This is an optimization exercise on Yosys and OpenROAD, whose aim is small area, not a production implementation.
Only simulation tests tie the RTL to the original design; equivalence was not proved.
Power and IR drop assume default switching activity.

== wip/violet ==
==> flow/design.v (excerpt) <==
module PicosOmpSsManager #(
    parameter MAX_ACCS = 16,
    parameter MAX_ACC_CREATORS = 16,
    parameter MAX_ACC_TYPES = 16,
    parameter CMDIN_SUBQUEUE_LEN = 64,
    parameter CMDOUT_SUBQUEUE_LEN = 64,
    parameter SPAWNIN_QUEUE_LEN = 1024,
    parameter SPAWNOUT_QUEUE_LEN = 1024,
    parameter LOCK_SUPPORT = 0,
    parameter ENABLE_SPAWN_QUEUES = 0,
    parameter AXILITE_INTF = 0,
    parameter ENABLE_TASK_CREATION = 0,
    parameter DBG_AVAIL_COUNT_EN = 0,
    parameter DBG_AVAIL_COUNT_W = 1,
    parameter [MAX_ACC_TYPES*8-1:0]  SCHED_COUNT = 0,
    parameter [MAX_ACC_TYPES*8-1:0]  SCHED_ACCID = 0,
    parameter [MAX_ACC_TYPES*32-1:0] SCHED_TTYPE = 0,
    parameter MAX_ARGS_PER_TASK = 15,
    parameter MAX_DEPS_PER_TASK = 8,
    parameter MAX_COPS_PER_TASK = 15,
    localparam ACC_BITS = $clog2(MAX_ACCS)
) (
    input  clk,
    input  rstn,
    input  cmdout_in_tvalid,
    output cmdout_in_tready,
    input  [ACC_BITS-1:0] cmdout_in_tid,
    input  [63:0] cmdout_in_tdata,
    output cmdin_out_tvalid,
    input  cmdin_out_tready,
    output [ACC_BITS-1:0] cmdin_out_tdest,
    output [63:0] cmdin_out_tdata,
    output cmdin_out_tlast,
    output cmdin_queue_en,
    output [7:0] cmdin_queue_we,
    output [31:0] cmdin_queue_addr,
    output [63:0] cmdin_queue_din,
    input  [63:0] cmdin_queue_dout,
    output cmdout_queue_en,
    output [7:0] cmdout_queue_we,
    output [31:0] cmdout_queue_addr,
    output [63:0] cmdout_queue_din,
    input  [63:0] cmdout_queue_dout
);
Settings: LEC_CHECK=0, CAP_MARGIN=20, CORE_MARGIN=2, CORE_UTILIZATION=40, PLACE_DENSITY=0.6, SLEW_MARGIN=20; clock period 6.0 ns.
standard.sh (not shown) runs the stock make flow with config.mk's settings and CLKGATE_MAP_FILE= SYNTH_SCRIPT=/design/flow/synth_recipe.tcl, a recipe that flattens the netlist after the stock synthesis.
==> flow/flow/run.sh <==
#!/bin/bash
# Standard ORFS layout with three changes:
#  - port buffers use the smallest buffer cell (buf_1);
#  - one tie cell drives all constant outputs (no tie fan-out repair);
#  - clock tree from clkbuf_4 in small sink clusters, without dummy loads.
set -euo pipefail
export BUFFER_PORTS_ARGS="-buffer_cell sky130_fd_sc_hd__buf_1"
export SKIP_REPAIR_TIE_FANOUT=1
export CTS_ARGS="-sink_clustering_enable -repair_clock_nets -buf_list sky130_fd_sc_hd__clkbuf_4 -sink_clustering_size 10 -sink_clustering_max_diameter 50 -dont_use_dummy_load"
bash standard.sh "BUFFER_PORTS_ARGS=$BUFFER_PORTS_ARGS" SKIP_REPAIR_TIE_FANOUT=1 "CTS_ARGS=$CTS_ARGS" finish > standard.log 2>&1
For wip/quartz, these inputs were changed with respect to wip/violet:
Settings: CTS_CLUSTER_SIZE newly set to 8; CTS_BUF_LIST newly set to sky130_fd_sc_hd__clkbuf_4; CTS_CLUSTER_DIAMETER newly set to 50.
==> flow/flow/run.sh <==
#!/bin/bash
# Standard ORFS layout, with the port buffers made of the smallest buffer cell.
set -euo pipefail
export BUFFER_PORTS_ARGS="-buffer_cell sky130_fd_sc_hd__buf_1"
bash standard.sh "BUFFER_PORTS_ARGS=$BUFFER_PORTS_ARGS" finish > standard.log 2>&1
Results
wip/quartz ends up with a net load switching power that is about 8% higher than in wip/violet. Comparing the two runs side by side, wip/quartz comes out behind wip/violet on overall via count from detail_route. Total power: wip/quartz vs wip/violet up 9.0%.
Modified inputs, wip/cedar compared to wip/quartz
Settings: CTS_BUF_LIST removed (was sky130_fd_sc_hd__clkbuf_4); CTS_CLUSTER_DIAMETER removed (was 50); ABC_AREA newly set to 1; CTS_CLUSTER_SIZE removed (was 8).
==> flow/flow/run.sh <==
#!/bin/bash
# Standard ORFS layout with three changes:
#  - port buffers use the smallest buffer cell (buf_1);
#  - one tie cell drives all constant outputs (no tie fan-out repair);
#  - clock tree from clkbuf_4 in small sink clusters, without dummy loads.
set -euo pipefail
export BUFFER_PORTS_ARGS="-buffer_cell sky130_fd_sc_hd__buf_1"
export SKIP_REPAIR_TIE_FANOUT=1
export CTS_ARGS="-sink_clustering_enable -repair_clock_nets -buf_list sky130_fd_sc_hd__clkbuf_4 -sink_clustering_size 8 -sink_clustering_max_diameter 50 -dont_use_dummy_load"
bash standard.sh "BUFFER_PORTS_ARGS=$BUFFER_PORTS_ARGS" SKIP_REPAIR_TIE_FANOUT=1 "CTS_ARGS=$CTS_ARGS" finish > standard.log 2>&1
[summary]
In wip/cedar the fmax turned out 14% higher than in wip/quartz.
Across both runs, register-to-register slack was higher for wip/cedar than for wip/quartz.
wip/cedar leaves more setup margin than wip/quartz.
## Diff of input files: wip/willow against wip/cedar
Settings: a deleted ABC_AREA that had been 1.
## What came out
In wip/willow, the global routing usage on met2 came out 1.2 points below the value in wip/cedar.
Main combinational cell family by area after synthesis: buffers and inverters -> wip/willow, simple AND/OR/NAND/NOR gates -> wip/cedar
A leading cell type in the layout, fill and taps excluded of sky130_fd_sc_hd__nand2_1 is what wip/cedar shows, while sky130_fd_sc_hd__buf_1 belongs to wip/willow.
In wip/willow the combinational power share turned out 1.0 points lower than in wip/cedar.
Comparing wip/willow and wip/cedar, the higher proportion of power drawn by the clock network was measured on wip/willow.
Diff wip/cedar -> wip/willow: layout overhead on the synthesized area saw a decrease; fraction of the core area covered by cells at the end of the flow has increased; smallest setup slack after layout fell 0.45 ns; gate count after technology mapping lower.

========
PicosOmpSsManager, a different RTL version from the one above (not shown whole).
Size in the first run: ~400 flip-flops, roughly 480 I/O pins, about 17000 sq um of cells after synthesis.
Settings: LEC_CHECK=0, CAP_MARGIN=20, CORE_MARGIN=2, CORE_UTILIZATION=60, PLACE_DENSITY=0.75, SLEW_MARGIN=20; clock period 6.0 ns.
==> flow/flow/run.sh <==
#!/bin/bash
# Standard ORFS layout with four changes:
#  - synthesis maps with an area-oriented abc script (flow/synth.tcl, flow/abc_area_nf.script);
#    everything else in it is synth_recipe.tcl, so the registers are the standard synthesis's;
#  - port buffers use the smallest buffer cell (buf_1);
#  - one tie cell drives all constant outputs (no tie fan-out repair);
#  - clock tree from clkbuf_4 in small sink clusters, without dummy loads.
set -euo pipefail
here=$(pwd)
export MY_ABC_SCRIPT="$here/flow/abc_area_nf.script"
export BUFFER_PORTS_ARGS="-buffer_cell sky130_fd_sc_hd__buf_1"
export SKIP_REPAIR_TIE_FANOUT=1
export CTS_ARGS="-sink_clustering_enable -repair_clock_nets -buf_list sky130_fd_sc_hd__clkbuf_4 -sink_clustering_size 10 -sink_clustering_max_diameter 50 -dont_use_dummy_load"
bash standard.sh "SYNTH_SCRIPT=$here/flow/synth.tcl" "BUFFER_PORTS_ARGS=$BUFFER_PORTS_ARGS" SKIP_REPAIR_TIE_FANOUT=1 "CTS_ARGS=$CTS_ARGS" finish > standard.log 2>&1
==> flow/flow/abc_area_nf.script <==
&get -n
&st
&dch -f
&nf -a
&st
&syn2
&dch -f
&nf -a
&st
&synch2
&nf -a
&put
==> flow/flow/synth.tcl <==
# The standard flow's synthesis script (synth_recipe.tcl) with one change: abc maps with
# flow/abc_area_nf.script (area-oriented mapping, no buffering or upsizing).
proc synth {args} { yosys synth -nofsm -noshare {*}$args }
proc abc {args} {
  set i [lsearch $args -script]
  if { $i >= 0 } { lset args [expr {$i + 1}] $::env(MY_ABC_SCRIPT) }
  yosys abc {*}$args
}
source $::env(SCRIPTS_DIR)/synth.tcl
# left out here: clear keep_hierarchy, flatten, clean up, hide names made inside functions, write 1_2_yosys.v
Change:
--- a/flow/flow/run.sh
+++ b/flow/flow/run.sh
@@ -13 +13 @@
-export CTS_ARGS="-sink_clustering_enable -repair_clock_nets -buf_list sky130_fd_sc_hd__clkbuf_4 -sink_clustering_size 10 -sink_clustering_max_diameter 50 -dont_use_dummy_load"
+export CTS_ARGS="-sink_clustering_enable -repair_clock_nets -buf_list sky130_fd_sc_hd__clkbuf_4 -sink_clustering_size 8 -sink_clustering_max_diameter 50 -dont_use_dummy_load"
==> flow/flow/abc_area_nf.script (replaced) <==
&get -n
&st
&fraig -x
&st
&dch -f
&nf -a -R 1000
&put
- CORE_UTILIZATION: 60 -> 40
- PLACE_DENSITY: 0.75 -> 0.6
Combinational power goes up by about 130%.
Non-clock buffer count goes down by 5.
Setup slack gains 240 ps.
Register-to-register slack gains 290 ps.

## afterwards: timing with drivers on the ports
Ports are ideal in the flow. The routed layouts listed here were re-timed in OpenROAD.
Step 1: set_driving_cell puts a clkbuf_16 on clk and a buf_2 on each other input, an assumption about the parent block.
Step 2 adds t to the input delays and takes it off the output delays; t is the mean of the earliest and latest rising clock arrival at the registers after step 1. Input paths then give back, and output paths get back, about the clock's delay inside the block.
Slacks: ideal ports / drivers / drivers and shift; pairs: ideal ports / drivers.
run | t (ns) | slack for setup (ns) | hold WS [ns]
wip/violet | 0.796 | 1.288 / 1.235 / 2.031 | 0.376 / 0.376 / 0.376
wip/quartz | 0.871 | 1.091 / 1.041 / 1.912 | 0.373 / 0.373 / 0.373
wip/cedar | 0.828 | 1.698 / 1.648 / 1.885 | 0.392 / 0.392 / 0.392
wip/willow | 0.829 | 1.247 / 1.195 / 2.024 | 0.334 / 0.334 / 0.334
the first run of note 2 | 0.710 | 1.345 / 1.294 / 1.868 | 0.387 / 0.387 / 0.387
the second run of note 2 | 0.800 | 1.588 / 1.541 / 2.282 | 0.345 / 0.345 / 0.345
After both steps every run listed still meets setup and hold.
